What follows belongs to an exercise in optimizing a design on an open flow for small area, a short achievable clock period and few clock cycles; a production flow would make more cautious choices.
No run shown here included a check of the RTL's function; only the layout flow was run.
No activity file was given, so power comes from the tool's default toggle rates.

<file path="flow/config.mk">
export PLATFORM = sky130hd
export DESIGN_NAME = TPU
export DESIGN_NICKNAME = TPU
export VERILOG_FILES = /design/flow/design.v
export SDC_FILE = /design/flow/constraint.sdc
export NUM_CORES = 4
export LEC_CHECK = 0
export CAP_MARGIN = 20
export CORE_MARGIN = 2
export CORE_UTILIZATION = 40
export SLEW_MARGIN = 20
export SYNTH_HIERARCHICAL = 1
</file>
<file path="flow/constraint.sdc">
create_clock -name core_clock -period 10.0 [get_ports {clk}]
set_input_delay 2.0000 -clock core_clock [delete_from_list [all_inputs] [get_ports {clk}]]
set_output_delay 2.0000 -clock core_clock [all_outputs]
set_load 0.01 [all_outputs]
</file>
<file path="flow/design.v">
module PE (
    input  wire        clk,
    input  wire [7:0]  a,
    input  wire [7:0]  b,
    input  wire        first_in,  
    input  wire [7:0]  kc,
    output wire [22:0] acc_s_out,
    output wire [22:0] acc_c_out
);
    reg  [22:0] acc_s, acc_c;
    reg         first;           
    wire [22:0] s_g = first ? {kc, 15'd0} : acc_s;
    wire [22:0] c_g = first ? 23'd0 : acc_c;
    wire pp0_0;
    wire pp0_1;
    wire pp0_2;
    wire pp0_3;
    wire pp0_4;
    wire pp0_5;
    wire pp0_6;
    wire pp0_7;
    wire pp1_0;
    wire pp1_1;
    wire pp1_2;
    wire pp1_3;
    wire pp1_4;
    wire pp1_5;
    wire pp1_6;
    wire pp1_7;
    wire pp2_0;
    wire pp2_1;
    wire pp2_2;
    wire pp2_3;
    wire pp2_4;
    wire pp2_5;
    wire pp2_6;
    wire pp2_7;
    wire pp3_0;
    wire pp3_1;
    wire pp3_2;
    wire pp3_3;
    wire pp3_4;
    wire pp3_5;
    wire pp3_6;
    wire pp3_7;
    wire pp4_0;
    wire pp4_1;
    wire pp4_2;
    wire pp4_3;
    wire pp4_4;
    wire pp4_5;
    wire pp4_6;
    wire pp4_7;
    wire pp5_0;
    wire pp5_1;
    wire pp5_2;
    wire pp5_3;
    wire pp5_4;
    wire pp5_5;
    wire pp5_6;
    wire pp5_7;
    wire pp6_0;
    wire pp6_1;
    wire pp6_2;
    wire pp6_3;
    wire pp6_4;
    wire pp6_5;
    wire pp6_6;
    wire pp6_7;
    wire pp7_0;
    wire pp7_1;
    wire pp7_2;
    wire pp7_3;
    wire pp7_4;
    wire pp7_5;
    wire pp7_6;
    wire pp7_7;
    wire s1;
    wire c2;
    wire s3;
    wire c4;
    wire s5;
    wire c6;
    wire s7;
    wire c8;
    wire s9;
    wire c10;
    wire s11;
    wire c12;
    wire s13;
    wire c14;
    wire s15;
    wire c16;
    wire s17;
    wire c18;
    wire s19;
    wire c20;
    wire s21;
    wire c22;
    wire s23;
    wire c24;
    wire s25;
    wire c26;
    wire s27;
    wire c28;
    wire s29;
    wire c30;
    wire s31;
    wire c32;
    wire s33;
    wire c34;
    wire s35;
    wire c36;
    wire s37;
    wire c38;
    wire s39;
    wire c40;
    wire s41;
    wire c42;
    wire s43;
    wire c44;
    wire s45;
    wire c46;
    wire s47;
    wire c48;
    wire s49;
    wire c50;
    wire s51;
    wire c52;
    wire s53;
    wire c54;
    wire s55;
    wire c56;
    wire s57;
    wire c58;
    wire s59;
    wire c60;
    wire s61;
    wire c62;
    wire s63;
    wire c64;
    wire s65;
    wire c66;
    wire s67;
    wire c68;
    wire s69;
    wire c70;
    wire s71;
    wire c72;
    wire s73;
    wire c74;
    wire s75;
    wire c76;
    wire s77;
    wire c78;
    wire s79;
    wire c80;
    wire s81;
    wire c82;
    wire s83;
    wire c84;
    wire s85;
    wire c86;
    wire s87;
    wire c88;
    wire s89;
    wire c90;
    wire s91;
    wire c92;
    wire s93;
    wire c94;
    wire s95;
    wire c96;
    wire s97;
    wire c98;
    wire s99;
    wire c100;
    wire s101;
    wire c102;
    wire s103;
    wire c104;
    wire s105;
    wire c106;
    wire s107;
    wire c108;
    wire s109;
    wire c110;
    wire s111;
    wire c112;
    wire s113;
    wire c114;
    wire s115;
    wire c116;
    wire s117;
    wire c118;
    wire s119;
    wire c120;
    wire s121;
    wire c122;
    wire s123;
    wire c124;
    wire s125;
    wire c126;
    wire s127;
    wire c128;
    wire s129;
    wire c130;
    wire s131;
    wire c132;
    wire s133;
    wire c134;
    wire s135;
    wire c136;
    wire s137;
    wire c138;
    wire s139;
    wire c140;
    wire s141;
    wire c142;
    wire s143;
    wire c144;
    wire s145;
    wire c146;
    wire s147;
    wire c148;
    wire s149;
    wire c150;
    wire s151;
    wire c152;
    wire s153;
    wire c154;
    wire s155;
    wire c156;
    wire s157;
    wire c158;
    assign pp0_0 = a[0] & b[0];
    assign pp0_1 = a[0] & b[1];
    assign pp0_2 = a[0] & b[2];
    assign pp0_3 = a[0] & b[3];
    assign pp0_4 = a[0] & b[4];
    assign pp0_5 = a[0] & b[5];
    assign pp0_6 = a[0] & b[6];
    assign pp0_7 = ~(a[0] & b[7]);
    assign pp1_0 = a[1] & b[0];
    assign pp1_1 = a[1] & b[1];
    assign pp1_2 = a[1] & b[2];
    assign pp1_3 = a[1] & b[3];
    assign pp1_4 = a[1] & b[4];
    assign pp1_5 = a[1] & b[5];
    assign pp1_6 = a[1] & b[6];
    assign pp1_7 = ~(a[1] & b[7]);
    assign pp2_0 = a[2] & b[0];
    assign pp2_1 = a[2] & b[1];
    assign pp2_2 = a[2] & b[2];
    assign pp2_3 = a[2] & b[3];
    assign pp2_4 = a[2] & b[4];
    assign pp2_5 = a[2] & b[5];
    assign pp2_6 = a[2] & b[6];
    assign pp2_7 = ~(a[2] & b[7]);
    assign pp3_0 = a[3] & b[0];
    assign pp3_1 = a[3] & b[1];
    assign pp3_2 = a[3] & b[2];
    assign pp3_3 = a[3] & b[3];
    assign pp3_4 = a[3] & b[4];
    assign pp3_5 = a[3] & b[5];
    assign pp3_6 = a[3] & b[6];
    assign pp3_7 = ~(a[3] & b[7]);
    assign pp4_0 = a[4] & b[0];
    assign pp4_1 = a[4] & b[1];
    assign pp4_2 = a[4] & b[2];
    assign pp4_3 = a[4] & b[3];
    assign pp4_4 = a[4] & b[4];
    assign pp4_5 = a[4] & b[5];
    assign pp4_6 = a[4] & b[6];
    assign pp4_7 = ~(a[4] & b[7]);
    assign pp5_0 = a[5] & b[0];
    assign pp5_1 = a[5] & b[1];
    assign pp5_2 = a[5] & b[2];
    assign pp5_3 = a[5] & b[3];
    assign pp5_4 = a[5] & b[4];
    assign pp5_5 = a[5] & b[5];
    assign pp5_6 = a[5] & b[6];
    assign pp5_7 = ~(a[5] & b[7]);
    assign pp6_0 = a[6] & b[0];
    assign pp6_1 = a[6] & b[1];
    assign pp6_2 = a[6] & b[2];
    assign pp6_3 = a[6] & b[3];
    assign pp6_4 = a[6] & b[4];
    assign pp6_5 = a[6] & b[5];
    assign pp6_6 = a[6] & b[6];
    assign pp6_7 = ~(a[6] & b[7]);
    assign pp7_0 = ~(a[7] & b[0]);
    assign pp7_1 = ~(a[7] & b[1]);
    assign pp7_2 = ~(a[7] & b[2]);
    assign pp7_3 = ~(a[7] & b[3]);
    assign pp7_4 = ~(a[7] & b[4]);
    assign pp7_5 = ~(a[7] & b[5]);
    assign pp7_6 = ~(a[7] & b[6]);
    assign pp7_7 = a[7] & b[7];
    HA ha1 (.a(s_g[7]), .b(c_g[7]), .s(s1), .co(c2));
    FA fa1 (.a(s_g[8]), .b(c_g[8]), .ci(pp1_7), .s(s3), .co(c4));
    HA ha2 (.a(s_g[4]), .b(c_g[4]), .s(s5), .co(c6));
    FA fa2 (.a(s_g[5]), .b(c_g[5]), .ci(pp0_5), .s(s7), .co(c8));
    HA ha3 (.a(pp1_4), .b(pp2_3), .s(s9), .co(c10));
    FA fa3 (.a(s_g[6]), .b(c_g[6]), .ci(pp0_6), .s(s11), .co(c12));
    FA fa4 (.a(pp1_5), .b(pp2_4), .ci(pp3_3), .s(s13), .co(c14));
    HA ha4 (.a(pp4_2), .b(pp5_1), .s(s15), .co(c16));
    FA fa5 (.a(pp0_7), .b(pp1_6), .ci(pp2_5), .s(s17), .co(c18));
    FA fa6 (.a(pp3_4), .b(pp4_3), .ci(pp5_2), .s(s19), .co(c20));
    FA fa7 (.a(pp6_1), .b(pp7_0), .ci(s1), .s(s21), .co(c22));
    FA fa8 (.a(pp2_6), .b(pp3_5), .ci(pp4_4), .s(s23), .co(c24));
    FA fa9 (.a(pp5_3), .b(pp6_2), .ci(pp7_1), .s(s25), .co(c26));
    assign s27 = ~(c2 ^ s3);
    assign c28 = c2 | s3;
    FA fa10 (.a(s_g[9]), .b(c_g[9]), .ci(pp2_7), .s(s29), .co(c30));
    FA fa11 (.a(pp3_6), .b(pp4_5), .ci(pp5_4), .s(s31), .co(c32));
    FA fa12 (.a(pp6_3), .b(pp7_2), .ci(c4), .s(s33), .co(c34));
    FA fa13 (.a(s_g[10]), .b(c_g[10]), .ci(pp3_7), .s(s35), .co(c36));
    FA fa14 (.a(pp4_6), .b(pp5_5), .ci(pp6_4), .s(s37), .co(c38));
    FA fa15 (.a(s_g[11]), .b(c_g[11]), .ci(pp4_7), .s(s39), .co(c40));
    HA ha5 (.a(s_g[2]), .b(c_g[2]), .s(s41), .co(c42));
    FA fa16 (.a(s_g[3]), .b(c_g[3]), .ci(pp0_3), .s(s43), .co(c44));
    HA ha6 (.a(pp1_2), .b(pp2_1), .s(s45), .co(c46));
    FA fa17 (.a(pp0_4), .b(pp1_3), .ci(pp2_2), .s(s47), .co(c48));
    FA fa18 (.a(pp3_1), .b(pp4_0), .ci(s5), .s(s49), .co(c50));
    FA fa19 (.a(pp3_2), .b(pp4_1), .ci(pp5_0), .s(s51), .co(c52));
    FA fa20 (.a(s7), .b(s9), .ci(c6), .s(s53), .co(c54));
    FA fa21 (.a(pp6_0), .b(s11), .ci(s13), .s(s55), .co(c56));
    FA fa22 (.a(s15), .b(c8), .ci(c10), .s(s57), .co(c58));
    FA fa23 (.a(s17), .b(s19), .ci(s21), .s(s59), .co(c60));
    FA fa24 (.a(c12), .b(c14), .ci(c16), .s(s61), .co(c62));
    FA fa25 (.a(s23), .b(s25), .ci(s27), .s(s63), .co(c64));
    FA fa26 (.a(c18), .b(c20), .ci(c22), .s(s65), .co(c66));
    FA fa27 (.a(s29), .b(s31), .ci(s33), .s(s67), .co(c68));
    FA fa28 (.a(c24), .b(c26), .ci(c28), .s(s69), .co(c70));
    FA fa29 (.a(pp7_3), .b(s35), .ci(s37), .s(s71), .co(c72));
    FA fa30 (.a(c30), .b(c32), .ci(c34), .s(s73), .co(c74));
    FA fa31 (.a(pp5_6), .b(pp6_5), .ci(pp7_4), .s(s75), .co(c76));
    FA fa32 (.a(s39), .b(c36), .ci(c38), .s(s77), .co(c78));
    FA fa33 (.a(s_g[12]), .b(c_g[12]), .ci(pp5_7), .s(s79), .co(c80));
    FA fa34 (.a(pp6_6), .b(pp7_5), .ci(c40), .s(s81), .co(c82));
    FA fa35 (.a(s_g[13]), .b(c_g[13]), .ci(pp6_7), .s(s83), .co(c84));
    HA ha7 (.a(s_g[1]), .b(c_g[1]), .s(s85), .co(c86));
    FA fa36 (.a(pp0_2), .b(pp1_1), .ci(pp2_0), .s(s87), .co(c88));
    FA fa37 (.a(pp3_0), .b(s43), .ci(s45), .s(s89), .co(c90));
    FA fa38 (.a(s47), .b(s49), .ci(c44), .s(s91), .co(c92));
    FA fa39 (.a(s51), .b(s53), .ci(c48), .s(s93), .co(c94));
    FA fa40 (.a(s55), .b(s57), .ci(c52), .s(s95), .co(c96));
    FA fa41 (.a(s59), .b(s61), .ci(c56), .s(s97), .co(c98));
    FA fa42 (.a(s63), .b(s65), .ci(c60), .s(s99), .co(c100));
    FA fa43 (.a(s67), .b(s69), .ci(c64), .s(s101), .co(c102));
    FA fa44 (.a(s71), .b(s73), .ci(c68), .s(s103), .co(c104));
    FA fa45 (.a(s75), .b(s77), .ci(c72), .s(s105), .co(c106));
    FA fa46 (.a(s79), .b(s81), .ci(c76), .s(s107), .co(c108));
    FA fa47 (.a(pp7_6), .b(s83), .ci(c80), .s(s109), .co(c110));
    FA fa48 (.a(s_g[14]), .b(c_g[14]), .ci(pp7_7), .s(s111), .co(c112));
    HA ha8 (.a(s_g[0]), .b(c_g[0]), .s(s113), .co(c114));
    FA fa49 (.a(pp0_1), .b(pp1_0), .ci(s85), .s(s115), .co(c116));
    FA fa50 (.a(s41), .b(s87), .ci(c86), .s(s117), .co(c118));
    FA fa51 (.a(c42), .b(s89), .ci(c88), .s(s119), .co(c120));
    FA fa52 (.a(c46), .b(s91), .ci(c90), .s(s121), .co(c122));
    FA fa53 (.a(c50), .b(s93), .ci(c92), .s(s123), .co(c124));
    FA fa54 (.a(c54), .b(s95), .ci(c94), .s(s125), .co(c126));
    FA fa55 (.a(c58), .b(s97), .ci(c96), .s(s127), .co(c128));
    FA fa56 (.a(c62), .b(s99), .ci(c98), .s(s129), .co(c130));
    FA fa57 (.a(c66), .b(s101), .ci(c100), .s(s131), .co(c132));
    FA fa58 (.a(c70), .b(s103), .ci(c102), .s(s133), .co(c134));
    FA fa59 (.a(c74), .b(s105), .ci(c104), .s(s135), .co(c136));
    FA fa60 (.a(c78), .b(s107), .ci(c106), .s(s137), .co(c138));
    FA fa61 (.a(c82), .b(s109), .ci(c108), .s(s139), .co(c140));
    FA fa62 (.a(c84), .b(s111), .ci(c110), .s(s141), .co(c142));
    FA fa63 (.a(s_g[15]), .b(c_g[15]), .ci(c112), .s(s143), .co(c144));
    HA ha9 (.a(s_g[16]), .b(c_g[16]), .s(s145), .co(c146));
    HA ha10 (.a(s_g[17]), .b(c_g[17]), .s(s147), .co(c148));
    HA ha11 (.a(s_g[18]), .b(c_g[18]), .s(s149), .co(c150));
    HA ha12 (.a(s_g[19]), .b(c_g[19]), .s(s151), .co(c152));
    HA ha13 (.a(s_g[20]), .b(c_g[20]), .s(s153), .co(c154));
    HA ha14 (.a(s_g[21]), .b(c_g[21]), .s(s155), .co(c156));
    HA ha15 (.a(s_g[22]), .b(c_g[22]), .s(s157), .co(c158));
    always @(posedge clk) begin
        first <= first_in;
        acc_s <= {s157, s155, s153, s151, s149, s147, s145, s143, s141, s139, s137, s135, s133, s131, s129, s127, s125, s123, s121, s119, s117, s115, pp0_0};
        acc_c <= {c156, c154, c152, c150, c148, c146, c144, c142, c140, c138, c136, c134, c132, c130, c128, c126, c124, c122, c120, c118, c116, c114, s113};
    end
    assign acc_s_out = acc_s;
    assign acc_c_out = acc_c;
endmodule
module FA (input wire a, input wire b, input wire ci, output wire s, output wire co);
    assign s  = a ^ b ^ ci;
    assign co = (a & b) | (ci & (a ^ b));
endmodule
module HA (input wire a, input wire b, output wire s, output wire co);
    assign s  = a ^ b;
    assign co = a & b;
endmodule
module systolic_array (
    input  wire         clk,
    input  wire [31:0]  a_word,     
    input  wire [31:0]  b_word,     
    input  wire         first,      
    input  wire [31:0]  kc,         
    input  wire [1:0]   row_sel,    
    output wire [183:0] row_out     
);
    wire [22:0] acc_s [0:15];
    wire [22:0] acc_c [0:15];
    genvar r, c;
    generate
        for (r = 0; r < 4; r = r + 1) begin : g_row
            for (c = 0; c < 4; c = c + 1) begin : g_col
                PE pe (
                    .clk      (clk),
                    .a        (a_word[31-8*r -: 8]),
                    .b        (b_word[31-8*c -: 8]),
                    .first_in (first),
                    .kc       (kc[31-8*r -: 8]),
                    .acc_s_out(acc_s[4*r+c]),
                    .acc_c_out(acc_c[4*r+c])
                );
            end
        end
        for (c = 0; c < 4; c = c + 1) begin : g_out
            assign row_out[183-46*c -: 46] = {acc_s[4*row_sel+c], acc_c[4*row_sel+c]};
        end
    endgenerate
endmodule
module TPU
#(
    parameter ADDR_BITS = 12
)
(
    input  wire                  clk,
    input  wire                  rst_n,
    input  wire                  in_valid,
    input  wire [7:0]            K,
    input  wire [7:0]            M,
    input  wire [7:0]            N,
    output reg                   busy,
    output wire                  A_wr_en,
    output reg  [ADDR_BITS-1:0]  A_index,
    output wire [31:0]           A_data_in,
    input  wire [31:0]           A_data_out,
    output wire                  B_wr_en,
    output reg  [ADDR_BITS-1:0]  B_index,
    output wire [31:0]           B_data_in,
    input  wire [31:0]           B_data_out,
    output reg                   C_wr_en,
    output reg  [ADDR_BITS-1:0]  C_index,
    output wire [127:0]          C_data_in,
    input  wire [127:0]          C_data_out
);
    assign A_wr_en   = 1'b0;
    assign B_wr_en   = 1'b0;
    assign A_data_in = 32'd0;
    assign B_data_in = 32'd0;
    reg [7:0] k_reg, m_reg;
    reg [31:0] kc;           
    reg        issuing;      
    reg [1:0]  gap;          
    reg [7:0]  kp1;          
    reg [7:0]  mrem;         
    reg [7:0]  nrem;         
    reg [ADDR_BITS-1:0] bbase;   
    wire start = in_valid & ~busy;
    wire issue = busy & issuing;
    wire last_k = (kp1 == k_reg);
    wire last_a = (mrem <= 8'd4);
    wire last_b = (nrem <= 8'd4);
    wire fin    = last_k & last_a & last_b;
    wire [1:0] rows_m1 = last_a ? mrem[1:0] - 2'd1 : 2'd3;
    wire first_k = (kp1 == 8'd1);
    always @(posedge clk or negedge rst_n) begin
        if (!rst_n) begin
            k_reg    <= 8'd0;
            m_reg    <= 8'd0;
            issuing  <= 1'b0;
            gap      <= 2'd0;
            kp1      <= 8'd0;
            mrem     <= 8'd0;
            nrem     <= 8'd0;
            bbase    <= {ADDR_BITS{1'b0}};
            A_index  <= {ADDR_BITS{1'b0}};
            B_index  <= {ADDR_BITS{1'b0}};
        end else if (start) begin
            k_reg   <= K;
            m_reg   <= M;
            mrem    <= M;
            nrem    <= N;
            kp1     <= 8'd1;
            issuing <= 1'b1;
        end else if (issue) begin
            if (!last_k) begin
                kp1     <= kp1 + 8'd1;
                A_index <= A_index + 1'b1;
                B_index <= B_index + 1'b1;
            end else begin
                kp1 <= 8'd1;
                if (fin) begin
                    issuing  <= 1'b0;
                    A_index  <= {ADDR_BITS{1'b0}};
                    B_index  <= {ADDR_BITS{1'b0}};
                    bbase    <= {ADDR_BITS{1'b0}};
                end else begin
                    issuing <= (rows_m1 == 2'd0);
                    gap     <= rows_m1;
                    if (last_a) begin
                        mrem    <= m_reg;
                        nrem    <= nrem - 8'd4;
                        A_index <= {ADDR_BITS{1'b0}};
                        B_index <= B_index + 1'b1;
                        bbase   <= B_index + 1'b1;
                    end else begin
                        mrem    <= mrem - 8'd4;
                        A_index <= A_index + 1'b1;
                        B_index <= bbase;
                    end
                end
            end
        end else if (gap != 2'd0) begin
            gap <= gap - 2'd1;
            if (gap == 2'd1)
                issuing <= 1'b1;
        end
    end
    always @(posedge clk) begin
        kc[31:24] <= 8'd0 - k_reg;
        kc[23:16] <= 8'd255 - k_reg;
        kc[15:8]  <= 8'd254 - k_reg;
        kc[7:0]   <= 8'd253 - k_reg;
    end
    reg [31:0] a_word, b_word;
    always @(posedge clk) begin
        a_word <= issue ? A_data_out : 32'd0;
        b_word <= B_data_out;
    end
    reg       l0, z0;
    reg [1:0] r0;
    always @(posedge clk or negedge rst_n) begin
        if (!rst_n) begin
            l0 <= 1'b0; z0 <= 1'b0; r0 <= 2'd0;
        end else begin
            l0 <= issue & last_k;   z0 <= fin;  r0 <= rows_m1;
        end
    end
    reg        ld;         
    reg [1:0]  ld_row;     
    reg [1:0]  ld_last;    
    reg        ld_fin;     
    reg        c_fin;      
    reg [91:0] c_data;
    wire [183:0] row_out;
    systolic_array array (
        .clk    (clk),
        .a_word (a_word),
        .b_word (b_word),
        .first  (issue & first_k),
        .kc     (kc),
        .row_sel(ld_row),
        .row_out(row_out)
    );
    genvar c;
    generate
        for (c = 0; c < 4; c = c + 1) begin : g_sum
            always @(posedge clk)
                c_data[91-23*c -: 23] <= row_out[183-46*c -: 23] + row_out[160-46*c -: 23];
        end
    endgenerate
    generate
        for (c = 0; c < 4; c = c + 1) begin : g_lane
            assign C_data_in[127-32*c -: 32] = {{9{c_data[91-23*c]}}, c_data[91-23*c -: 23]};
        end
    endgenerate
    always @(posedge clk or negedge rst_n) begin
        if (!rst_n) begin
            busy    <= 1'b0;
            ld      <= 1'b0;
            ld_row  <= 2'd0;
            ld_last <= 2'd0;
            ld_fin  <= 1'b0;
            c_fin   <= 1'b0;
            C_wr_en <= 1'b0;
            C_index <= {ADDR_BITS{1'b0}};
        end else begin
            if (start)
                busy <= 1'b1;
            if (C_wr_en) begin
                C_index <= C_index + 1'b1;
                if (c_fin) begin
                    busy    <= 1'b0;
                    C_index <= {ADDR_BITS{1'b0}};
                end
            end
            C_wr_en <= ld;
            c_fin   <= ld & ld_fin & (ld_row == ld_last);
            if (ld) begin
                ld_row <= ld_row + 2'd1;
                if (ld_row == ld_last)
                    ld <= 1'b0;
            end
            if (l0) begin
                ld      <= 1'b1;
                ld_row  <= 2'd0;
                ld_last <= r0;
                ld_fin  <= z0;
            end
        end
    end
endmodule
</file>
<file path="flow/flow/run.sh">
#!/bin/bash
# Layout: the standard ORFS flow, with timing repair asked to aim for a
# shorter period than the clock the design is constrained and signed off at,
# and the ports buffered with plain buffers.
set -euo pipefail
bash standard.sh \
    SETUP_SLACK_MARGIN=6.5 \
    "BUFFER_PORTS_ARGS=-buffer_cell sky130_fd_sc_hd__buf_4" \
    finish > standard_flow.log 2>&1
</file>
<file path="flow/standard.sh">
#!/bin/bash
# synth_recipe.tcl (not shown) runs the flow's synth.tcl, then flattens the netlist and writes it again
# the make line also repeats each setting of config.mk as NAME=value (left out here)
make -C /OpenROAD-flow-scripts/flow DESIGN_CONFIG=/design/flow/config.mk WORK_HOME=/design/flow/orfs CLKGATE_MAP_FILE= SYNTH_SCRIPT=/design/flow/synth_recipe.tcl "${@:-finish}"
</file>
==> out/results.ini, run 1 <==
[worst_setup_path]
cp-end-kind = register
critical_path_class = register to register
crit_path_frequent_cell = buf_4
cp_slowest_cell = mux4_2
crit_path_max_fanout = 15
required_ps = 10630
start_kind = register
crit_chain = buf_12 -> buf_4 -> buf_12 -> buf_4 -> mux4_2 -> ha_2 -> nand2_1 -> a211oi_4 -> buf_4 -> o21ai_1 -> nor2b_1 -> xnor2_2
arrival_ps = 4110
cpPeakStageDelay_ps = 490

[cells_and_area]
drive_above_1_share = 0.1699
final_area_mm2 = 0.07909
syn_to_final_growth_pct = 13.35
num-nets-final = 7582
final_util = 0.4555
reg_top3 = array.g_row.g_col.pe.acc_c: 368 flops, array.g_row.g_col.pe.acc_s: 368 flops, c_data: 92 flops

[grt]
globalRouteOverflowTotal = 0
grt_pass1_vias = 48458
grt_pass1_wl_um = 300600
track_usage = 0.2222
grt_max_degree = 81
antenna_found_initial = 23

[synthesis]
synthTopCellsByCount = 1012 x fa_1, 938 x dfxtp_1, 804 x and2_1
syn-cell-area_mm2 = 0.06978
async_reset_ff_frac = 0.09981
synth_edf_count = 0
ys.flop_type = dfxtp_1
syn_avg_cell_area_um2 = 12.22
synth.most_common_cell = fa_1
netlist_instances = 5712
synth_seq_area_share = 0.3064
ys_warn_count = 9
yosysTopAreaCellShare = 0.2903
ys_seq_elements = 1042
synthTopCellsByArea = fa_1 29%, dfxtp_1 27%, and2_1 7.2%
yosysUniqueCellTypes = 77
synth_area_leader_cell = fa_1

[power]
vdd_drop_max_uv = 241.5
power_density_mw_per_mm2 = 406.0
finalPower_mw = 32.11
p_leak_nw = 33.88

[drt]
routed_wl_um = 193100
via_per_inst = 5.162
dr.pass1.iters = 6
route.detailed.drc = 0
post_drt_wl_per_cell_um = 22.91
vias = 43502
ant_nets = 0
drt_iter0_markers = 3013

[die]
coreArea_mm2 = 0.1736
dieWidth_um = 421.7
die_area_mm2 = 0.1778
floorplan.initialDensity = 0.4019
die_y_um = 421.7
placementRows = 153
num_io_pins = 451

[placed_design]
place_area_mm2 = 0.07360
gp_congestion = 0.8547
port_buffers = 256
hpwl_um = 131400

[timing]
final_max_slew_viol_count = 0
fin_crit_ps = 3480
fin_crit_sh = 0.3480
finalHoldViolCount = 0
timing.slew.headroom = 0.4648
fmax_mhz = 287.4
tightestPinTransition_ps = 802.8
setup_violations = 0
finalSetupTns_ps = 0
clock_skew_ps = 45.02
holdWs_ps = 467.3
rsz0062_at_grt = true

[worst_hold_path]
min_path_type = register to register

[clock_tree]
clock_latency_ps = 760
htree_levels = 3
cts_root_buf = clkbuf_16
cts_buffers = 121
clock_sinks = 1042
clockBufferDepth = 3
path_clk_slew_ps = 60
cts_tree = built

[run]
drv_cap = 0

[outcome]
run_status = finished clean

## per-module statistics from Yosys, one instance, submodules excluded
module / cells inside / copies in the design / cell area [µm²]
FA: 1 / 1008 / 20.02
HA: 1 / 240 / 12.51
PE: 168 / 16 / 1724
TPU: 1550 / 1 / 14550
systolic_array: 226 / 1 / 4461
## power breakdown
part           total, mW  leakage [nW]  switching (mW)  internal [mW]
combinational       19.6          22.6            10.4           9.23
clock               4.80          2.10            1.94           2.86
sequential          7.67          9.18            1.27           6.40
## stage by stage
stage               cells  worst slack (ps)
global placement     8161              5065
floorplan            5777              6516
CTS                  8408              6429
global route         8421              6403
detailed placement   8161              5037
finish               8427              6521
## worst max-delay path, delay by kind of cell (launching register included)
kind	cells	cell delay (ps)
AOI/OAI and AO/OA	2	410
adders and majority gates	1	400
and+or+nand+nor	2	350
buffers and inverters	5	910
xor gates and xnor gates	1	310
DFF	1	420
muxes	1	490
## layer usage
metal  vias up  wire length, µm  global-route usage
met5         -               97                   0
met4        14             6831             0.07688
met3       317            11290             0.03550
met2      1323            91990              0.3601
met1     22673            82850              0.3025
li1      19175                -                   -
## layout by cell type, fill, tap and decap left out, types with 25 or more instances in the layout
cell type and n:
mux2_4 32, clkbuf_16 127, clkbuf_8 36, clkbuf_1 25, nor3_1 25, dfrtp_1 100
mux4_2 184, dfxtp_1 888, a21oi_1 93, mux2_2 102, nand3_1 29, nor2b_1 495
buf_4 329, inv_1 125, nand2_1 372, dfxtp_2 38, ha_1 352, and2b_1 128
fa_1 1008, xor2_1 47, nor2_1 89, conb_1 66, o21ai_0 77, a21o_1 34
and3_1 50, xnor2_1 75, and2_1 804
## logic make-up after synthesis
group           Yosys count  share of synthesized area
simple gates           2078                     0.1719
fa+ha+maj              1373                     0.3551
flops                  1042                     0.3064
buf+inv                 409                    0.03518
compound gates          354                    0.03145
mux                     320                    0.08302
xor+xnor                135                    0.01695
other cells               1                 0.00005374
## final timing paths
check                                      start                     end  slack (ps)  depth (start not counted)
max in group asynchronous                  rst_n       C_wr_en$_DFF_PN0_        7740                          2
min reg2reg                 m_reg[4]$_DFFE_PN0P_    m_reg[4]$_DFFE_PN0P_         470                          2
max reg2reg                ld_row[0]$_DFFE_PN0P_      c_data[10]$_DFF_P_        6520                         12
min                         m_reg[4]$_DFFE_PN0P_    m_reg[4]$_DFFE_PN0P_         470                          2
min in group asynchronous                  rst_n  A_index[5]$_DFFE_PN0P_        1140                          1
max                        ld_row[0]$_DFFE_PN0P_      c_data[10]$_DFF_P_        6520                         12
## final cells by class
| type | instances | area (µm²) |
|---|---|---|
| inverter | 127 | 476.7 |
| timing repair buffer | 372 | 3202 |
| clock buffer | 183 | 3665 |
| tap | 2325 | 2909 |
| multi-input combinational | 4326 | 46690 |
| antenna | 6 | 15.01 |
| clock inverter | 46 | 646.9 |
| fill | 15848 | 94540 |
| sequential | 1042 | 21490 |
## timing repair
action,4_1_cts,5_1_grt
pin swaps,6,18
gates cloned,2,3
hold buffers,0,0
endpoints found under the setup margin,155,85
gates resized for setup,106,92
setup buffers,16,10
==> run 2: changes to the inputs <==
--- a/flow/design.v
+++ b/flow/design.v
@@ -400,5 +400,5 @@
     input  wire         first,      
     input  wire [31:0]  kc,         
-    input  wire [1:0]   row_sel,    
+    input  wire [1:0]   row_sel_nx,  
     output wire [183:0] row_out     
 );
@@ -421,4 +421,6 @@
         end
         for (c = 0; c < 4; c = c + 1) begin : g_out
+            wire [1:0] row_sel;
+            OREG #(.W(2)) sel (.clk(clk), .d(row_sel_nx), .q(row_sel));
             assign row_out[183-46*c -: 46] = {acc_s[4*row_sel+c], acc_c[4*row_sel+c]};
         end
@@ -436,15 +438,15 @@
     input  wire [7:0]            M,
     input  wire [7:0]            N,
-    output reg                   busy,
+    output wire                  busy,
     output wire                  A_wr_en,
-    output reg  [ADDR_BITS-1:0]  A_index,
+    output wire [ADDR_BITS-1:0]  A_index,
     output wire [31:0]           A_data_in,
     input  wire [31:0]           A_data_out,
     output wire                  B_wr_en,
-    output reg  [ADDR_BITS-1:0]  B_index,
+    output wire [ADDR_BITS-1:0]  B_index,
     output wire [31:0]           B_data_in,
     input  wire [31:0]           B_data_out,
-    output reg                   C_wr_en,
-    output reg  [ADDR_BITS-1:0]  C_index,
+    output wire                  C_wr_en,
+    output wire [ADDR_BITS-1:0]  C_index,
     output wire [127:0]          C_data_in,
     input  wire [127:0]          C_data_out
@@ -454,14 +456,15 @@
     assign A_data_in = 32'd0;
     assign B_data_in = 32'd0;
-    reg [7:0] k_reg, m_reg;
-    reg [31:0] kc;           
+    reg        busy_q;
     reg        issuing;      
     reg [1:0]  gap;          
+    reg [7:0]  k_reg, m_reg;
     reg [7:0]  kp1;          
     reg [7:0]  mrem;         
     reg [7:0]  nrem;         
-    reg [ADDR_BITS-1:0] bbase;   
-    wire start = in_valid & ~busy;
-    wire issue = busy & issuing;
+    reg [ADDR_BITS-1:0] a_idx, b_idx, bbase, c_idx;
+    reg [31:0] kc;           
+    wire start = in_valid & ~busy_q;
+    wire issue = busy_q & issuing;
     wire last_k = (kp1 == k_reg);
     wire last_a = (mrem <= 8'd4);
@@ -470,55 +473,67 @@
     wire [1:0] rows_m1 = last_a ? mrem[1:0] - 2'd1 : 2'd3;
     wire first_k = (kp1 == 8'd1);
+    reg [ADDR_BITS-1:0] a_nx, b_nx;
+    always @(*) begin
+        a_nx = a_idx;
+        b_nx = b_idx;
+        if (start) begin
+            a_nx = {ADDR_BITS{1'b0}};
+            b_nx = {ADDR_BITS{1'b0}};
+        end else if (issue) begin
+            if (!last_k || (!fin && !last_a))
+                a_nx = a_idx + 1'b1;
+            else
+                a_nx = {ADDR_BITS{1'b0}};
+            if (!last_k || (!fin && last_a))
+                b_nx = b_idx + 1'b1;
+            else if (!fin)
+                b_nx = bbase;
+            else
+                b_nx = {ADDR_BITS{1'b0}};
+        end
+    end
     always @(posedge clk or negedge rst_n) begin
         if (!rst_n) begin
-            k_reg    <= 8'd0;
-            m_reg    <= 8'd0;
-            issuing  <= 1'b0;
-            gap      <= 2'd0;
-            kp1      <= 8'd0;
-            mrem     <= 8'd0;
-            nrem     <= 8'd0;
-            bbase    <= {ADDR_BITS{1'b0}};
-            A_index  <= {ADDR_BITS{1'b0}};
-            B_index  <= {ADDR_BITS{1'b0}};
+            busy_q  <= 1'b0;
+            issuing <= 1'b0;
         end else if (start) begin
-            k_reg   <= K;
-            m_reg   <= M;
-            mrem    <= M;
-            nrem    <= N;
-            kp1     <= 8'd1;
+            busy_q  <= 1'b1;
             issuing <= 1'b1;
+        end else begin
+            if (C_wr_en_q & c_fin)
+                busy_q <= 1'b0;
+            if (issue & last_k)
+                issuing <= ~fin & (rows_m1 == 2'd0);
+            else if (~issue & (gap == 2'd1))
+                issuing <= 1'b1;
+        end
+    end
+    always @(posedge clk) begin
+        a_idx <= a_nx;
+        b_idx <= b_nx;
+        if (start) begin
+            k_reg <= K;
+            m_reg <= M;
+            mrem  <= M;
+            nrem  <= N;
+            kp1   <= 8'd1;
+            gap   <= 2'd0;
+            bbase <= {ADDR_BITS{1'b0}};
         end else if (issue) begin
             if (!last_k) begin
-                kp1     <= kp1 + 8'd1;
-                A_index <= A_index + 1'b1;
-                B_index <= B_index + 1'b1;
+                kp1 <= kp1 + 8'd1;
             end else begin
                 kp1 <= 8'd1;
-                if (fin) begin
-                    issuing  <= 1'b0;
-                    A_index  <= {ADDR_BITS{1'b0}};
-                    B_index  <= {ADDR_BITS{1'b0}};
-                    bbase    <= {ADDR_BITS{1'b0}};
+                gap <= fin ? 2'd0 : rows_m1;
+                if (last_a) begin
+                    mrem  <= m_reg;
+                    nrem  <= nrem - 8'd4;
+                    bbase <= b_idx + 1'b1;
                 end else begin
-                    issuing <= (rows_m1 == 2'd0);
-                    gap     <= rows_m1;
-                    if (last_a) begin
-                        mrem    <= m_reg;
-                        nrem    <= nrem - 8'd4;
-                        A_index <= {ADDR_BITS{1'b0}};
-                        B_index <= B_index + 1'b1;
-                        bbase   <= B_index + 1'b1;
-                    end else begin
-                        mrem    <= mrem - 8'd4;
-                        A_index <= A_index + 1'b1;
-                        B_index <= bbase;
-                    end
+                    mrem  <= mrem - 8'd4;
                 end
             end
         end else if (gap != 2'd0) begin
             gap <= gap - 2'd1;
-            if (gap == 2'd1)
-                issuing <= 1'b1;
         end
     end
@@ -537,9 +552,12 @@
     reg [1:0] r0;
     always @(posedge clk or negedge rst_n) begin
-        if (!rst_n) begin
-            l0 <= 1'b0; z0 <= 1'b0; r0 <= 2'd0;
-        end else begin
-            l0 <= issue & last_k;   z0 <= fin;  r0 <= rows_m1;
-        end
+        if (!rst_n)
+            l0 <= 1'b0;
+        else
+            l0 <= issue & last_k;
+    end
+    always @(posedge clk) begin
+        z0 <= fin;
+        r0 <= rows_m1;
     end
     reg        ld;         
@@ -548,6 +566,7 @@
     reg        ld_fin;     
     reg        c_fin;      
-    reg [91:0] c_data;
+    reg        C_wr_en_q;
     wire [183:0] row_out;
+    wire [1:0]   ld_row_nx;
     systolic_array array (
         .clk    (clk),
@@ -556,53 +575,69 @@
         .first  (issue & first_k),
         .kc     (kc),
-        .row_sel(ld_row),
+        .row_sel_nx(ld_row_nx),
         .row_out(row_out)
     );
-    genvar c;
-    generate
-        for (c = 0; c < 4; c = c + 1) begin : g_sum
-            always @(posedge clk)
-                c_data[91-23*c -: 23] <= row_out[183-46*c -: 23] + row_out[160-46*c -: 23];
-        end
-    endgenerate
-    generate
-        for (c = 0; c < 4; c = c + 1) begin : g_lane
-            assign C_data_in[127-32*c -: 32] = {{9{c_data[91-23*c]}}, c_data[91-23*c -: 23]};
-        end
-    endgenerate
     always @(posedge clk or negedge rst_n) begin
         if (!rst_n) begin
-            busy    <= 1'b0;
-            ld      <= 1'b0;
-            ld_row  <= 2'd0;
-            ld_last <= 2'd0;
-            ld_fin  <= 1'b0;
-            c_fin   <= 1'b0;
-            C_wr_en <= 1'b0;
-            C_index <= {ADDR_BITS{1'b0}};
+            ld        <= 1'b0;
+            C_wr_en_q <= 1'b0;
         end else begin
-            if (start)
-                busy <= 1'b1;
-            if (C_wr_en) begin
-                C_index <= C_index + 1'b1;
-                if (c_fin) begin
-                    busy    <= 1'b0;
-                    C_index <= {ADDR_BITS{1'b0}};
-                end
-            end
-            C_wr_en <= ld;
-            c_fin   <= ld & ld_fin & (ld_row == ld_last);
-            if (ld) begin
-                ld_row <= ld_row + 2'd1;
-                if (ld_row == ld_last)
-                    ld <= 1'b0;
-            end
-            if (l0) begin
-                ld      <= 1'b1;
-                ld_row  <= 2'd0;
-                ld_last <= r0;
-                ld_fin  <= z0;
-            end
+            C_wr_en_q <= ld;
+            if (l0)
+                ld <= 1'b1;
+            else if (ld_row == ld_last)
+                ld <= 1'b0;
+        end
+    end
+    assign ld_row_nx = l0 ? 2'd0 : ld ? ld_row + 2'd1 : ld_row;
+    always @(posedge clk) begin
+        c_fin  <= ld & ld_fin & (ld_row == ld_last);
+        ld_row <= ld_row_nx;
+        if (l0) begin
+            ld_last <= r0;
+            ld_fin  <= z0;
         end
     end
+    wire [ADDR_BITS-1:0] c_nx = start ? {ADDR_BITS{1'b0}} :
+                                C_wr_en_q ? c_idx + 1'b1 : c_idx;
+    always @(posedge clk)
+        c_idx <= c_nx;
+    OREG_R o_busy (.clk(clk), .rst_n(rst_n),
+                   .d(start | (busy_q & ~(C_wr_en_q & c_fin))), .q(busy));
+    OREG_R o_cwe  (.clk(clk), .rst_n(rst_n), .d(ld), .q(C_wr_en));
+    OREG #(.W(ADDR_BITS)) o_a (.clk(clk), .d(a_nx), .q(A_index));
+    OREG #(.W(ADDR_BITS)) o_b (.clk(clk), .d(b_nx), .q(B_index));
+    OREG #(.W(ADDR_BITS)) o_c (.clk(clk), .d(c_nx), .q(C_index));
+    genvar c, i;
+    generate
+        for (c = 0; c < 4; c = c + 1) begin : g_lane
+            wire [22:0] sum = row_out[183-46*c -: 23] + row_out[160-46*c -: 23];
+            OREG #(.W(23)) o_lo (.clk(clk), .d(sum), .q(C_data_in[127-32*c-9 -: 23]));
+            for (i = 0; i < 9; i = i + 1) begin : g_sign
+                OREG #(.W(1)) o_s (.clk(clk), .d(sum[22]), .q(C_data_in[127-32*c-i]));
+            end
+        end
+    endgenerate
+endmodule
+module OREG #(
+    parameter W = 1
+) (
+    input  wire         clk,
+    input  wire [W-1:0] d,
+    output reg  [W-1:0] q
+);
+    always @(posedge clk)
+        q <= d;
+endmodule
+module OREG_R (
+    input  wire clk,
+    input  wire rst_n,
+    input  wire d,
+    output reg  q
+);
+    always @(posedge clk or negedge rst_n)
+        if (!rst_n)
+            q <= 1'b0;
+        else
+            q <= d;
 endmodule
--- a/flow/flow/run.sh
+++ b/flow/flow/run.sh
@@ -5,5 +5,5 @@
 set -euo pipefail
 bash standard.sh \
-    SETUP_SLACK_MARGIN=6.5 \
+    SETUP_SLACK_MARGIN=6.7 \
     "BUFFER_PORTS_ARGS=-buffer_cell sky130_fd_sc_hd__buf_4" \
     finish > standard_flow.log 2>&1
==> run 2 against run 1 <==
- critical path depth grew 2
- clock skew shrank 12 ps
- combinational power grew 14%
- highest routed layer unchanged
==> out/results.ini, run 2 <==
[outcome]
run_status = finished clean

[worst_setup_path]
critPathTopFamily = compound AO/OA/AOI/OAI gates
regToRegEndpoint = g_lane[1].g_sign[2].o_s.q$_DFF_P_
startpoint = array.g_out[1].sel.q[0]$_DFF_P_
reg2regPathDepth = 14
crit_path_max_fanout = 10
path_buf_inv = 3
arrival_ps = 4090
cp_slowest_cell = mux4_2
cpPeakStageDelay_ps = 540
crit_path_frequent_cell = buf_12
required_ps = 10690
crit_chain = buf_12 -> mux4_2 -> ha_4 -> inv_2 -> fa_2 -> nor2b_2 -> o31a_1 -> nor3_2 -> o21ai_2 -> a311o_2 -> a21oi_4 -> o311ai_4 -> xnor2_4 -> buf_12
ff2ff_setup_slack_ps = 6600
start_kind = register
critical_path_class = register to register
cp-end-kind = register
rr_startpoint = array.g_out[1].sel.q[0]$_DFF_P_

[cells_and_area]
syn_to_final_growth_pct = 17.69
final_cells = 8566
drive_above_1_share = 0.1985
seqCellArea_mm2 = 0.02310
fill_cells = 15749
final_common_cell = fa_1
final_area_mm2 = 0.08334
num-nets-final = 7702
multi_input_area_mm2 = 0.04684
reg_top3 = array.g_row.g_col.pe.acc_c: 368 flops, array.g_row.g_col.pe.acc_s: 368 flops, g_lane.o_lo.q: 92 flops
final_cell_mix = 1008 x fa_1, 994 x dfxtp_1, 807 x and2_1, 496 x nor2b_1, 339 x buf_4
final_util = 0.4732

[worst_hold_path]
hold_path_end = ld_last[1]$_DFFE_PP_
min_path_type = register to register
worstHoldStart = r0[1]$_DFF_P_
min_path_cells = 0

[synthesis]
ys_warn_count = 14
async_reset_ff_frac = 0.006228
synth_area_leader_cell = dfxtp_1
synthTopCellsByCount = 1082 x dfxtp_1, 1012 x fa_1, 807 x and2_1
syn-cell-area_mm2 = 0.07081
yosysTopAreaCellShare = 0.3059
yosysUniqueCellTypes = 81
synth.most_common_cell = dfxtp_1
netlist_instances = 5657
ys.flop_type = dfxtp_1
synth_edf_count = 35
synth_seq_area_share = 0.3232
synthTopCellsByArea = dfxtp_1 31%, fa_1 29%, and2_1 7.1%
syn_avg_cell_area_um2 = 12.52
ys_seq_elements = 1124

[placed_design]
place_area_mm2 = 0.07483
hpwl_um = 128800
dp_slack_ps = 4851
port_buffers = 256
dp.cells = 8164
gp_congestion = 0.8436

[grt]
antenna_found_initial = 16
grt_pass1_wl_um = 300500
grt_max_degree = 60
globalRouteOverflowTotal = 0
grt_pass1_vias = 48692
track_usage = 0.2209

[clock_tree]
clock_latency_ps = 800
clockBufferDepth = 3
cts_root_buf = clkbuf_16
cts_buffers = 137
cts_hold_buf = 0
htree_levels = 4
cts_tree = built
clock_sinks = 1124
path_clk_slew_ps = 60

[drt]
dr.pass1.iters = 5
routed_wl_um = 200000
route.detailed.drc = 0
via_per_inst = 5.125
vias = 43901
post_drt_wl_per_cell_um = 23.34
drt_iter0_markers = 2456
ant_nets = 0

[timing]
clock_skew_ps = 32.85
tightestPinTransition_ps = 1017
final_max_slew_viol_count = 0
fin_crit_ps = 3397
fin_ws_ps = 6603
setup_violations = 0
finalSetupTns_ps = 0
fmax_mhz = 294.4
finalHoldViolCount = 0
fin_crit_sh = 0.3397
timing.slew.headroom = 0.3180
rsz0062_at_grt = true

[die]
die_area_mm2 = 0.1804
placementRows = 154
num_io_pins = 451
coreArea_mm2 = 0.1761
floorplan.initialDensity = 0.4021
die_y_um = 424.8
dieWidth_um = 424.8

[power]
p_leak_nw = 35.57
vdd_drop_max_uv = 217.6
power_density_mw_per_mm2 = 429.7

[run]
drv_cap = 0

run 2: routing by layer:
metal / vias up / wire length (µm) / global-route usage
li1: 19426 / - / -
met1: 22896 / 83860 / 0.2897
met2: 1231 / 96250 / 0.3683
met3: 342 / 12230 / 0.03552
met4: 6 / 7590 / 0.08144
met5: - / 40 / 0
run 2: report_power, final:
| group | internal [mW] | switching [mW] |
|---|---|---|
| Clock | 3.15 | 2.16 |
| Sequential | 6.96 | 1.17 |
| Combinational | 10.9 | 11.5 |
| Total | 21.0 | 14.8 |
run 2: worst max-delay path by stage:
stage | to | slack, ps | depth (start not counted)
2_1_floorplan | k_reg[0]$_DFFE_PP_ | 6710 | 3
3_3_place_gp | g_lane[1].g_sign[5].o_s.q$_DFF_P_ | 4910 | 12
3_5_place_dp | g_lane[1].g_sign[7].o_s.q$_DFF_P_ | 4850 | 12
4_1_cts | g_lane[3].g_sign[8].o_s.q$_DFF_P_ | 6480 | 14
5_1_grt | g_lane[3].g_sign[6].o_s.q$_DFF_P_ | 6480 | 13
6_report | g_lane[1].g_sign[2].o_s.q$_DFF_P_ | 6600 | 14
run 2: kinds of logic (layout without fill, tap and decap cells):
family,Yosys count,after routing,synth area share
xor+xnor,151,152,0.01868
fa+ha+maj,1373,1373,0.3499
other cells,1,69,0.00005296
buf+inv,361,861,0.03211
mux,315,315,0.08227
compound gates,317,317,0.02817
flops,1124,1124,0.3232
simple gates,2015,2015,0.1656
run 2: final cells by class:
cell class,instances,area share
Clock inverter,62,0.01085
Clock buffer,190,0.04753
Inverter,120,0.005405
Sequential cell,1124,0.2772
Multi-Input combinational cell,4238,0.5620
Tap cell,2340,0.03513
Antenna cell,3,0.00009008
Timing Repair Buffer,489,0.06181
run 2: per-stage QoR:
step,hold slack [ps],total power [mW]
after global placement,390.4,27.93
after CTS,410.8,35.47
after floorplan,385.5,22.51
after global routing,409.0,39.34
after detailed placement,392.1,28.50
final,396.5,35.81
run 2: timing repair:
item	in CTS	in global routing
setup endpoints to repair	291	153
gates cloned	13	18
pin swaps	27	41
buffers inserted	65	51
gates resized for setup	285	138
run 2: modules after synthesis (local to each module, per instance), a selection:
module	times used	cells inside
FA	1008	1
PE	16	168
TPU	1	1323
HA	240	1
systolic_array	1	224
OREG_R	2	1
==> run 3: changes to the inputs <==
--- a/flow/config.mk
+++ b/flow/config.mk
@@ -8,5 +8,7 @@
 export CAP_MARGIN = 20
 export CORE_MARGIN = 2
-export CORE_UTILIZATION = 40
+export CORE_UTILIZATION = 50
+export CTS_CLUSTER_DIAMETER = 80
+export CTS_CLUSTER_SIZE = 40
 export SLEW_MARGIN = 20
 export SYNTH_HIERARCHICAL = 1
==> run 3 against run 2 <==
- sequential share of layout area rose by 1.0 points
- worst setup slack improved by 18 ps
- clock power decreased by 28%
- sequential cell count is the same
- hold slack gained 19 ps
- utilization rose by 9.5 points
- critical path type unchanged
- largest cell class unchanged
- highest routed layer unchanged
==> out/results.ini, run 3 <==
[timing]
fmax_mhz = 295.9
finalSetupTns_ps = 0
finalHoldViolCount = 0
tightestPinTransition_ps = 1086
fin_crit_ps = 3379
rsz0062_at_grt = true
fin_crit_sh = 0.3379
clock_skew_ps = 48.11
final_max_slew_viol_count = 0
timing.slew.headroom = 0.2718
setup_violations = 0

[synthesis]
synth_area_leader_cell = dfxtp_1
synthTopCellsByCount = 1082 x dfxtp_1, 1012 x fa_1, 807 x and2_1
syn_avg_cell_area_um2 = 12.52
netlist_instances = 5657
ys.flop_type = dfxtp_1
synth_edf_count = 35
synth_seq_area_share = 0.3232
async_reset_ff_frac = 0.006228
ys_seq_elements = 1124
syn-cell-area_mm2 = 0.07081
yosysTopAreaCellShare = 0.3059
ys_warn_count = 14
synthTopCellsByArea = dfxtp_1 31%, fa_1 29%, and2_1 7.1%
yosysUniqueCellTypes = 81
synth.most_common_cell = dfxtp_1

[clock_tree]
path_clk_slew_ps = 110
clock_sinks = 1124
cts_hold_buf = 0
cts_buffers = 78
clock_latency_ps = 730
cts_root_buf = clkbuf_16
clockBufferDepth = 3
cts_tree = built
htree_levels = 3

[drt]
drt_iter0_markers = 2569
route.detailed.drc = 0
ant_nets = 0
post_drt_wl_per_cell_um = 24.41
routed_wl_um = 194800
dr.pass1.iters = 5
vias = 43704
via_per_inst = 5.478

[power]
power_density_mw_per_mm2 = 417.0
vdd_drop_max_uv = 196.1
p_leak_nw = 34.30
finalPower_mw = 33.44

[cells_and_area]
num-nets-final = 7610
final_cell_mix = 1025 x dfxtp_1, 1007 x fa_1, 807 x and2_1, 496 x nor2b_1, 365 x buf_4
reg_top3 = array.g_row.g_col.pe.acc_c: 368 flops, array.g_row.g_col.pe.acc_s: 368 flops, g_lane.o_lo.q: 92 flops
drive_above_1_share = 0.1771
syn_to_final_growth_pct = 13.23
final_common_cell = dfxtp_1
final_util = 0.5684

[placed_design]
port_buffers = 256
hpwl_um = 128400
gp_congestion = 0.8491

[worst_setup_path]
cp-end-kind = register
crit_path_max_fanout = 10
critical_path_class = register to register
required_ps = 10610
arrival_ps = 3990
start_kind = register

[grt]
globalRouteOverflowTotal = 0
grt_max_degree = 47
track_usage = 0.2721
grt_pass1_wl_um = 296600
grt_pass1_vias = 48015
antenna_found_initial = 19

[run]
drv_cap = 0

[die]
num_io_pins = 451
placementRows = 138
die_y_um = 380.3
die_area_mm2 = 0.1447
floorplan.initialDensity = 0.5020
dieWidth_um = 380.3
coreArea_mm2 = 0.1411

[outcome]
run_status = finished clean

[worst_hold_path]
min_path_type = register to register

[run 3: cell counts after synthesis]
Identical to the previous run, type by type.
[run 3: through the flow]
stage / std cells / cell area [µm²] / setup slack (ps) / hold slack, ps
floorplan: 5722 / 71080 / 6714 / 385.5
global placement: 7720 / 74320 / 5174 / 388.9
detailed placement: 7720 / 74330 / 5087 / 391.1
CTS: 7932 / 79170 / 6537 / 418.8
global route: 7973 / 80170 / 6564 / 429.9
finish: 7978 / 80180 / 6621 / 415.7
[run 3: metal layers]
| layer | GRT usage | share of wire | wire length, µm |
|---|---|---|---|
| met5 | 0 | 0.00014 | 27 |
| met4 | 0.07496 | 0.031 | 6008 |
| met3 | 0.03828 | 0.058 | 11320 |
| met2 | 0.4620 | 0.49 | 95070 |
| met1 | 0.3653 | 0.42 | 82350 |
[run 3: per-module statistics from Yosys (local to each module, per instance), excerpt]
module	flip-flops and latches	cell area (µm²)	cells inside
TPU	198	11860	1323
OREG_R	1	25.02	1
HA	0	12.51	1
systolic_array	0	4688	224
PE	47	1724	168
FA	0	20.02	1
[run 3: critical path: stages (launching register included)]
cell and delay, ps:
dfxtp_4 400, buf_12 150, mux4_1 600, ha_4 320, o21a_1 110, o31a_1 250, nor3_2 80, o21ai_2 220
a311o_1 320, a21oi_4 100, o311ai_4 410, xnor2_4 130, buf_12 150
[run 3: power breakdown]
part	total [mW]	internal, mW	switching [mW]
Sequential	8.09	6.93	1.16
Clock	3.83	1.75	2.08
Combinational	21.5	10.5	11.0
[run 3: logic make-up after synthesis]
| family | share of synthesized area |
|---|---|
| simple gates | 0.1656 |
| fa+ha+maj | 0.3499 |
| flops | 0.3232 |
| buf+inv | 0.03211 |
| compound gates | 0.02817 |
| mux | 0.08227 |
| xor+xnor | 0.01868 |
| other cells | 0.00005296 |
[run 3: final cells by class]
type                            instances  area [µm²]
Antenna cell                            5       12.51
Multi-Input combinational cell       4238       46630
Tap cell                             1890        2365
Timing Repair Buffer                  456        4593
Inverter                              120       452.9
Clock inverter                         60        1002
Clock buffer                           85        2082
Fill cell                           11813       60890
Sequential cell                      1124       23040
[run 3: final timing paths]
path | start | end | slack [ps] | cells past startpoint
worst max-delay path | array.g_out[1].sel.q[0]$_DFF_P_ | g_lane[1].g_sign[3].o_s.q$_DFF_P_ | 6620 | 12
worst min-delay path | r0[0]$_DFF_P_ | ld_last[0]$_DFFE_PP_ | 420 | 0
worst max register to register | array.g_out[1].sel.q[0]$_DFF_P_ | g_lane[1].g_sign[3].o_s.q$_DFF_P_ | 6620 | 12
worst min register to register | r0[0]$_DFF_P_ | ld_last[0]$_DFFE_PP_ | 420 | 0
max in group asynchronous | rst_n | issuing$_DFFE_PN0P_ | 8760 | 1
min in group asynchronous | rst_n | busy_q$_DFFE_PN0P_ | 1080 | 1
[run 3: repair_timing]
| action | CTS | global route |
|---|---|---|
| pin swaps | 22 | 39 |
| endpoints found under the setup margin | 314 | 148 |
| hold endpoints to repair | 0 | 0 |
| cloned | 17 | 12 |
| gates resized for setup | 211 | 106 |
| buffers inserted | 50 | 28 |
==> run 4: changes to the inputs <==
--- a/flow/config.mk
+++ b/flow/config.mk
@@ -6,9 +6,8 @@
 export NUM_CORES = 4
 export LEC_CHECK = 0
+export ABC_CLOCK_PERIOD_IN_PS = 2500
 export CAP_MARGIN = 20
 export CORE_MARGIN = 2
 export CORE_UTILIZATION = 50
-export CTS_CLUSTER_DIAMETER = 80
-export CTS_CLUSTER_SIZE = 40
 export SLEW_MARGIN = 20
 export SYNTH_HIERARCHICAL = 1
==> run 4 against run 3 <==
- synthesized area unchanged
- combinational power about the same
- design area increased by 2.6%
- largest cell class unchanged
- critical path type unchanged
- hold slack got worse by 13 ps
- worst setup slack worse by 34 ps
- cell count rose by 1.6%
- synthesized cell count stayed put
==> out/results.ini, run 4 <==
[worst_setup_path]
cpPeakStageDelay_ps = 540
arrival_ps = 4120
cp-end-kind = register
critPathTopFamily = compound AO/OA/AOI/OAI gates
required_ps = 10700
crit_chain = bufbuf_16 -> mux4_2 -> ha_4 -> o21a_1 -> o31a_1 -> nor3_2 -> o21ai_2 -> a311o_1 -> a21oi_4 -> o311ai_4 -> xnor2_4 -> buf_12
crit_path_max_fanout = 10
path_buf_inv = 2
cp_slowest_cell = mux4_2
start_kind = register
critical_path_class = register to register

[timing]
clock_skew_ps = 19.82
fin_ws_ps = 6587
finalHoldViolCount = 0
setup_violations = 0
fin_crit_ps = 3413
timing.slew.headroom = 0.2521
fmax_mhz = 293.0
rsz0062_at_grt = true
tightestPinTransition_ps = 1116
fin_crit_sh = 0.3413
final_max_slew_viol_count = 0
finalSetupTns_ps = 0

[die]
num_io_pins = 451
coreArea_mm2 = 0.1411
die_y_um = 380.3
floorplan.initialDensity = 0.5020
placementRows = 138
die_area_mm2 = 0.1447
dieWidth_um = 380.3

[drt]
route.detailed.drc = 0
drt_iter0_markers = 2448
routed_wl_um = 198500
vias = 44142
via_per_inst = 5.444
ant_nets = 0
dr.pass1.iters = 7
post_drt_wl_per_cell_um = 24.47

[synthesis]
netlist_instances = 5657
synth_edf_count = 35
ys_warn_count = 14
synth_area_leader_cell = dfxtp_1
yosysTopAreaCellShare = 0.3059
syn-cell-area_mm2 = 0.07081
yosysUniqueCellTypes = 81
synthTopCellsByArea = dfxtp_1 31%, fa_1 29%, and2_1 7.1%
syn_avg_cell_area_um2 = 12.52
synth.most_common_cell = dfxtp_1
async_reset_ff_frac = 0.006228
ys_seq_elements = 1124
synthTopCellsByCount = 1082 x dfxtp_1, 1012 x fa_1, 807 x and2_1
ys.flop_type = dfxtp_1
synth_seq_area_share = 0.3232

[placed_design]
gp_congestion = 0.8491
dp.cells = 7720
place_area_mm2 = 0.07433
hpwl_um = 128400
dp_slack_ps = 5087
port_buffers = 256

[power]
pwr-share-seq = 0.232
vdd_drop_max_uv = 199.9
power_density_mw_per_mm2 = 426.9
swShare = 0.4076
combinationalPowerShare = 0.618
internal_power_mw = 20.81
p_clk_frac = 0.151
finalPower_mw = 35.12
p_sw_mw = 14.32
p_leak_nw = 35.39

[clock_tree]
clockBufferDepth = 3
cts_root_buf = clkbuf_16
cts_buffers = 134
clock_sinks = 1124
clock_latency_ps = 770
htree_levels = 4
cts_tree = built
cts_hold_buf = 0
path_clk_slew_ps = 60

[grt]
grt_pass1_vias = 48956
grt_max_degree = 47
track_usage = 0.2750
globalRouteOverflowTotal = 0
antenna_found_initial = 15
grt_pass1_wl_um = 299500

[cells_and_area]
final_area_mm2 = 0.08227
num-nets-final = 7693
final_common_cell = dfxtp_1
syn_to_final_growth_pct = 16.19
final_cell_mix = 1017 x dfxtp_1, 1005 x fa_1, 807 x and2_1, 497 x nor2b_1, 364 x buf_4
final_cells = 8109
fill_cells = 11555
drive_above_1_share = 0.1902
reg_top3 = array.g_row.g_col.pe.acc_c: 368 flops, array.g_row.g_col.pe.acc_s: 368 flops, g_lane.o_lo.q: 92 flops

[run]
drv_cap = 0

[outcome]
run_status = finished clean

[worst_hold_path]
min_path_type = register to register

==> run 4: Yosys stat by module (local to each module, per instance), excerpt <==
module          flip-flops and latches  cells inside
OREG_R                               1             1
PE                                  47           168
HA                                   0             1
FA                                   0             1
systolic_array                       0           224
TPU                                198          1323
==> run 4: through the flow <==
step | util | hold WS [ps]
floorplan | - | 385.5
global placement | 0.5268 | 388.9
detailed placement | 0.5269 | 391.1
CTS | 0.5743 | 405.3
global route | 0.5830 | 417.4
finish | 0.5832 | 402.8
==> run 4: what timing repair did <==
| item | in CTS | in global routing |
|---|---|---|
| setup buffers | 57 | 50 |
| cloned | 15 | 13 |
| resized for setup | 233 | 114 |
| setup endpoints to repair | 320 | 146 |
| pin swaps | 26 | 50 |
==> run 4: power by group through the flow <==
stage | combinational, mW | sequential (mW) | clock [mW]
5_1_grt | 24.7 | 8.30 | 5.58
6_report | 21.7 | 8.13 | 5.29
3_3_place_gp | 19.4 | 8.20 | 0
2_1_floorplan | 14.8 | 7.76 | 0
4_1_cts | 21.3 | 8.13 | 5.40
3_5_place_dp | 20.0 | 8.21 | 0
==> run 4: final cells by class <==
class	count	area, µm²	area share
Timing Repair Buffer	483	4931	0.05993
Sequential cell	1124	23070	0.2804
Inverter	120	452.9	0.005505
Antenna cell	11	27.53	0.0003346
Tap cell	1890	2365	0.02874
Multi-Input combinational cell	4238	46650	0.5670
Clock inverter	62	924.6	0.01124
Clock buffer	181	3855	0.04686
==> run 4: kinds of logic (layout without fill, tap and decap cells) <==
| logic type | after synthesis | count (layout) | share of synthesized area |
|---|---|---|---|
| adders and majority gates | 1373 | 1373 | 0.3499 |
| buffers and inverters | 361 | 846 | 0.03211 |
| DFF | 1124 | 1124 | 0.3232 |
| muxes | 315 | 315 | 0.08227 |
| and+or+nand+nor | 2015 | 2015 | 0.1656 |
| AOI/OAI and AO/OA | 317 | 317 | 0.02817 |
| other | 1 | 77 | 0.00005296 |
| xor gates and xnor gates | 151 | 152 | 0.01868 |
==> run 4: per-layer routing <==
| layer | up-vias | wire length [µm] | track usage |
|---|---|---|---|
| met5 | - | 53 | 0 |
| met4 | 8 | 6875 | 0.09509 |
| met3 | 330 | 11300 | 0.04232 |
| met2 | 1268 | 96850 | 0.4600 |
| met1 | 23116 | 83370 | 0.3652 |
| li1 | 19420 | - | - |
==> run 4: final timing paths <==
path                                                           to                             from  depth (start not counted)  slack (ps)
worst min register to register               ld_last[0]$_DFFE_PP_                    r0[0]$_DFF_P_                          0         400
worst max register to register  g_lane[1].g_sign[5].o_s.q$_DFF_P_  array.g_out[1].sel.q[0]$_DFF_P_                         12        6590
max in group asynchronous                            l0$_DFF_PN0_                            rst_n                          1        8800
min in group asynchronous                          ld$_DFFE_PN0P_                            rst_n                          1        1050
worst min-delay path                         ld_last[0]$_DFFE_PP_                    r0[0]$_DFF_P_                          0         400
worst max-delay path            g_lane[1].g_sign[5].o_s.q$_DFF_P_  array.g_out[1].sel.q[0]$_DFF_P_                         12        6590

afterwards: timing with drivers on the ports:
How much do the figures lean on ideal ports? The routed layouts below were timed once more, with nothing changed but the port constraints.
Step 1 (the two cells are an assumption about what drives the block):
set clk [get_ports {clk}]
set_driving_cell -lib_cell sky130_fd_sc_hd__clkbuf_16 $clk
set_driving_cell -lib_cell sky130_fd_sc_hd__buf_2 [delete_from_list [all_inputs] $clk]
Step 2, shift: input delay + t, output delay - t, t = (earliest + latest rising clock arrival at the registers) / 2. This alone moves slack from input paths to output paths.
Slacks: ideal ports / drivers / drivers and shift; pairs: ideal ports / drivers.
run	shift t [ns]	setup slack, ns	worst register clock-pin slew, ns	cell pins on the clock port's net
run 1	0.822	6.521 / 6.478 / 6.495	0.07 / 0.07	1
run 2	0.868	6.603 / 6.603 / 6.083	0.06 / 0.06	1
run 3	0.781	6.621 / 6.621 / 6.188	0.12 / 0.12	1
run 4	0.847	6.587 / 6.587 / 6.073	0.06 / 0.06	1
After both steps every run listed still meets setup and hold. For run 2, which loses most, drivers alone change the setup slack by 0.000 ns; drivers and shift together by -0.520 ns.
